Background: an optimization exercise with open tools, aiming at small area. Do not read the settings as production practice. Function was not checked in any run shown here: the RTL went through the layout flow alone. Power figures rest on the tool's default switching activity, not on a simulated workload.

==> flow/design.v, too long to show whole: its modules and the start of the top module <==
// module pe: 61 lines
// module mac_add_c0: 1531 lines
// module mac_add: 1506 lines
// module mac_mul_c0: 1426 lines
// module mac_mul: 1401 lines
// module fa: 4 lines
// module or2m: 3 lines
// module nor2m: 3 lines
// module oai21: 3 lines
// module aoi21: 3 lines
// module sys_row: 50 lines
// module sys_array: 80 lines
// module sys_array_top: 43 lines
module sys_array_top #(
  parameter  int unsigned SYS_ROW = 4,
  parameter  int unsigned SYS_COL = 4,
  parameter  int unsigned DATA_WIDTH = 16,
  localparam int unsigned PSUM_WIDTH = DATA_WIDTH * 2
) (
  input                             clk,
  input                             rstn,
  input                             en,
  input  [SYS_ROW-1:0]              w_invalid,
  input  [SYS_COL-1:0]              w_wen,
  input  [SYS_ROW*DATA_WIDTH-1:0]   in,
  input  [SYS_COL*DATA_WIDTH-1:0]   w_in,
  output [SYS_COL*PSUM_WIDTH-1:0]   psum_out,
  output [SYS_COL-1:0]              en_out
);
  // ...
==> flow/run.sh <==
#!/bin/bash
# synth_recipe.tcl (not shown) runs the flow's synth.tcl, then flattens the netlist and writes it again
# the make line also repeats each setting of config.mk as NAME=value (left out here)
make -C /OpenROAD-flow-scripts/flow DESIGN_CONFIG=/design/flow/config.mk WORK_HOME=/design/flow/orfs CLKGATE_MAP_FILE= SYNTH_SCRIPT=/design/flow/synth_recipe.tcl finish
==> flow/config.mk <==
export PLATFORM = sky130hd
export DESIGN_NAME = sys_array_top
export DESIGN_NICKNAME = sys_array_top
export VERILOG_FILES = /design/flow/design.v
export SDC_FILE = /design/flow/constraint.sdc
export NUM_CORES = 4
export LEC_CHECK = 0
export CAP_MARGIN = 20
export CORE_MARGIN = 2
export CORE_UTILIZATION = 60
export PLACE_DENSITY = 0.7
export SLEW_MARGIN = 20
export SYNTH_HIERARCHICAL = 1
export SYNTH_MINIMUM_KEEP_SIZE = 0
==> flow/constraint.sdc <==
create_clock -name core_clock -period 10.0 [get_ports {clk}]
set_input_delay 2.0000 -clock core_clock [delete_from_list [all_inputs] [get_ports {clk}]]
set_output_delay 2.0000 -clock core_clock [all_outputs]
set_load 0.01 [all_outputs]
==> run summary, run 1 <==
* outcome: timing/DRC/antenna clean
* number of antenna violations at the first check in global routing: 27
* starting density of the core: 0.602
* detailed-route wire length: 396000 um
* fin crit share: 0.926
* antenna viol nets, final: 0
* area added between synthesis and finish: 3.09%
* critical path depth: 35
* TritonCTS clock tree: yes
* WS Path Type: in -> reg
* fraction of standard cell area in multi-input logic: 0.724
* final period demand of the worst path: 9.26 ns
* total setup violations reported at the end of the flow: 0
* launching element type of the critical path: input port
* met2 wire len: 177000 um
* total area of multi-input combinational cells: 0.110 sq mm
* number of buffers added to fix hold violations after cts: 0
* die outline height: 500 um
* number of cells in the finished layout apart from fillers: 16600
* Most Crowded Layer GR: met2
* vias per inst: 5.88
* metal3 WL: 47700 um
* Global Route met1 Usage: 0.449
* fraction of area in clock buffers and inverters: 0.0350
* DR vias: 97700
* class of the tightest hold or removal check: reg -> reg
* Final Slew Violations: 0
* number of buffers inserted by port buffering: 270
* source-to-sink clock delay at the later pin of the worst-skew pair: 0.86 ns
* H-Tree Depth: 4
* register fraction of the total cell area: 0.171
* nets@finish: 16900
* Top delay family on crit path: compound AO/OA/AOI/OAI gates
* Min-Delay Endpoint: SYS_ARR.d_q[2]$_DFF_P_
* met3 routing resource usage after global routing: 0.0959
==> inputs of run 2 (changes only) <==
--- a/flow/config.mk
+++ b/flow/config.mk
@@ -9,4 +9,4 @@
 export CORE_MARGIN = 2
-export CORE_UTILIZATION = 60
-export PLACE_DENSITY = 0.7
+export CORE_UTILIZATION = 40
+export PLACE_DENSITY = 0.6
 export SLEW_MARGIN = 20
==> run 2 against run 1 <==
Compared with the run above: first-iteration DRC count down 18%; die area is 50% higher; still clean; register-to-register slack improved by 0.11 ns; global-route usage fell by 11 points; largest cell class unchanged.
==> run summary, run 2 <==
* DR vias: 94800, was 97700
* fin crit share: 0.918, was 0.926
* worst path setup slack after routing: 0.818 ns, was 0.735 ns
* area taken by flip-flops and latches: 0.0261 sq mm, about the same
* Rows: 223, was 182
* worst vdd ir: 129 uV, was 168 uV
* total routing usage reported by global routing: 0.223, was 0.328
* number of buffers added to fix hold violations after cts: 0, unchanged
* Largest register FFs: 512, unchanged
* power consumption: 17.8 mW, was 17.7 mW
* Iter 0 DRT Violations: 7410, was 9056
* area added between synthesis and finish: 4.84%, was 3.09%
* average cell area after synthesis: 10.4 sq um, unchanged
* Final Slew Violations: 0, unchanged
* WL/cell: 22.2 um, was 23.9 um
* Pwr per Cell Area: 115 mW/mm^2, was 116 mW/mm^2
* number of buffers inserted by port buffering: 270, unchanged
* tightest hold margin: 0.451 ns, was 0.443 ns
* starting density of the core: 0.401, was 0.602
* registers with the most flip-flops: SYS_ARR.sys_row_arr.m_sys_row.pe_arr.m_pe.psum_out x512, SYS_ARR.sys_row_arr.m_sys_row.pe_arr.m_pe.w x256, unchanged
* total area of multi-input combinational cells: 0.110 sq mm, unchanged
* final estimated routing congestion in global placement: 0.894, was 0.948
* Overflow after GRT: 0, unchanged
* maximum number of pins on one net before global-route repair: 146, was 96
* count of fill cells added during filler insertion: 35000, was 19700
* Die Wd: 612 um, was 500 um
* via count of the first global-routing pass: 104000, was 109000
* leakage power summed over all cells: 32.2 nW, was 31.8 nW
* cell area after technology mapping: 0.148 sq mm, unchanged
* layout cells sized above 1: 0.0793, was 0.0736
* class of the tightest hold or removal check: reg -> reg, unchanged
* required time at the worst-slack endpoint: 10.78 ns, was 10.74 ns
* register with the highest flop count: SYS_ARR.sys_row_arr.m_sys_row.pe_arr.m_pe.psum_out, unchanged
* die outline height: 612 um, was 500 um
* top-level port count: 271, unchanged
* leading cell types in the layout, fill and taps excluded: sky130_fd_sc_hd__nand2_1 (4284), sky130_fd_sc_hd__fa_1 (3544), sky130_fd_sc_hd__dfxtp_1 (1203), unchanged
* Detailed Routing Iterations Pass 1: 6, unchanged
* nets@finish: 17000, was 16900
* arrival time of data at the critical path endpoint: 9.96 ns, was 10.01 ns
* metal3 WL: 33600 um, was 47700 um
* number of antenna violations at the first check in global routing: 33, was 27
* most common library cell in the layout ignoring fill and taps: sky130_fd_sc_hd__nand2_1, unchanged
* cell at the slowest stage of the critical path: sky130_fd_sc_hd__clkdlybuf4s50_1, unchanged
* largest stage delay on the critical path: 0.66 ns, about the same
* count of instances resized after the clock tree is built: 0, unchanged
* area of the core region: 0.368 sq mm, was 0.245 sq mm
* total count of hold-check failures in the final report: 0, unchanged
* DRC: 0, unchanged
* Post-Synthesis Cells: 14100, unchanged
* WS Path Type: in -> reg, unchanged
* highest routing layer actually used: met5, unchanged
* Net Count, Synth: 17800, unchanged
* TritonCTS Buffers: 159, was 149
* Root Buffer: sky130_fd_sc_hd__clkbuf_16, unchanged
* Clock Skew: 0.0700 ns, was 0.0348 ns
* clock transition at the register clock pins on the worst setup and hold paths after CTS: 0.07 ns, was 0.06 ns
* number of post-CTS setup repair buffers: 0, unchanged
* Sum Neg Setup Slack: 0 ns, unchanged
* remaining max-slew budget at the tightest pin: 0.205, was 0.268
* launching element type of the critical path: input port, unchanged
* Syn. warnings: 16, unchanged
* outcome: timing/DRC/antenna clean, unchanged
* source-to-sink clock delay at the later pin of the worst-skew pair: 0.90 ns, was 0.86 ns
* crit end category: flip-flop, unchanged
* number of sinks handled by clock tree synthesis: 1271, unchanged
* detailed-route wire length: 406000 um, was 396000 um
* final period demand of the worst path: 9.18 ns, was 9.26 ns
* routed length on met1: 174000 um, was 155000 um
* max-cap viol count: 0, unchanged
* Highest Clock Rate: 109 MHz, was 108 MHz
* Placement Setup Slack: -0.0695 ns, was 0.0243 ns
* total setup violations reported at the end of the flow: 0, unchanged
* H-Tree Depth: 4, unchanged
* crit-path max FO: 12, was 7
* most frequent cell on the critical path: sky130_fd_sc_hd__o21ai_1
* antenna viol nets, final: 0, unchanged
* global-route wire length before repair: 640000 um, was 629000 um
* Tightest Pin Transition: 1.19 ns, was 1.10 ns
* met2 wire len: 183000 um, was 177000 um
* Max clock buf depth: 4, was 3
* TritonCTS clock tree: yes, unchanged
* die area: 0.374 sq mm, was 0.250 sq mm
* unrepaired setup endpoints after global routing: false, unchanged
* total half-perimeter wirelength after legalization and detailed placement: 320000 um, was 310000 um
* vias per inst: 5.18, was 5.88
[run 2: worst max-delay path: cells and delay by family]
family | cells | cell delay [ns]
and+or+nand+nor | 2 | 0.27
buffers and inverters | 2 | 0.94
xor gates and xnor gates | 3 | 0.48
AOI/OAI and AO/OA | 23 | 4.32
muxes | 1 | 0.08
adders and majority gates | 4 | 1.85
[run 2: metrics by stage]
| stage | utilization | instance area (sq um) | cells |
|---|---|---|---|
| after detailed placement | 0.405 | 149000 | 18000 |
| after floorplan | - | 148000 | 14100 |
| final | 0.420 | 155000 | 18300 |
| after global routing | 0.420 | 155000 | 18300 |
| after CTS | 0.420 | 155000 | 18300 |
| after global placement | 0.405 | 149000 | 18000 |
[run 2: power breakdown]
group	total, mW	switching, mW	internal, mW
combinational	5.10	2.83	2.27
clock	6.07	2.61	3.46
sequential	6.62	0.816	5.80
[run 2: layer usage]
| layer | global-route usage | up-vias |
|---|---|---|
| met3 | 0.0431 | 690 |
| met2 | 0.347 | 3841 |
| met1 | 0.311 | 49600 |
| met4 | 0.0785 | 10 |
| li1 | - | 40600 |
| met5 | 0 | - |
[run 2: cell type report]
type | count | share of cell area
timing repair buffer | 663 | 0.0366
clock buffer | 195 | 0.0281
antenna | 16 | 0.000259
inverter | 351 | 0.00851
sequential | 1271 | 0.169
multi-input combinational | 10900 | 0.712
clock inverter | 92 | 0.00684
tap | 4837 | 0.0391
[run 2: final timing paths]
kind / slack, ns / startpoint / cells after the start / endpoint
setup / recovery: 0.82 / in[51] / 35 / flip-flop
hold / removal: 0.45 / SYS_ARR.e_q[2]$_DFF_P_ / 1 / SYS_ARR.e_q[3]$_DFF_P_
setup reg to reg: 1.28 / SYS_ARR.sys_row_arr[2].m_sys_row.pe_arr[2].m_pe.w[0]$_DFF_P_ / 34 / flip-flop
hold reg to reg: 0.45 / SYS_ARR.e_q[2]$_DFF_P_ / 1 / SYS_ARR.e_q[3]$_DFF_P_

static timing again, ports no longer ideal:
The results above use ideal ports. As a check the final layouts listed here were re-extracted and re-timed, cells and wires unchanged.
Step 1 (the two cells are an assumption about what drives the block):
set clk [get_ports {clk}]
set_driving_cell -lib_cell sky130_fd_sc_hd__clkbuf_16 $clk
set_driving_cell -lib_cell sky130_fd_sc_hd__buf_2 [delete_from_list [all_inputs] $clk]
Step 2 also shifts input and output timing later by t, the mid clock arrival at the registers, as if the neighbouring blocks saw the same clock.
a / b / c = ideal ports / drivers / drivers and shift; a / b = the first two.
| run | t, ns | setup slack, ns | latest minus earliest clock arrival (ns) | worst slew at a driven data input, ns | cell pins on the clock port's net |
|---|---|---|---|---|---|
| run 1 | 0.937 | 0.735 / 0.807 / -0.130 | 0.042 / 0.042 | 0.22 | 1 |
| run 2 | 0.963 | 0.818 / 0.899 / -0.064 | 0.078 / 0.078 | 0.19 | 1 |
With both steps, setup timing fails in run 1 and run 2, where it was met with ideal ports. For run 2, which loses most, drivers alone change the setup slack by +0.081 ns; drivers and shift together by -0.882 ns.
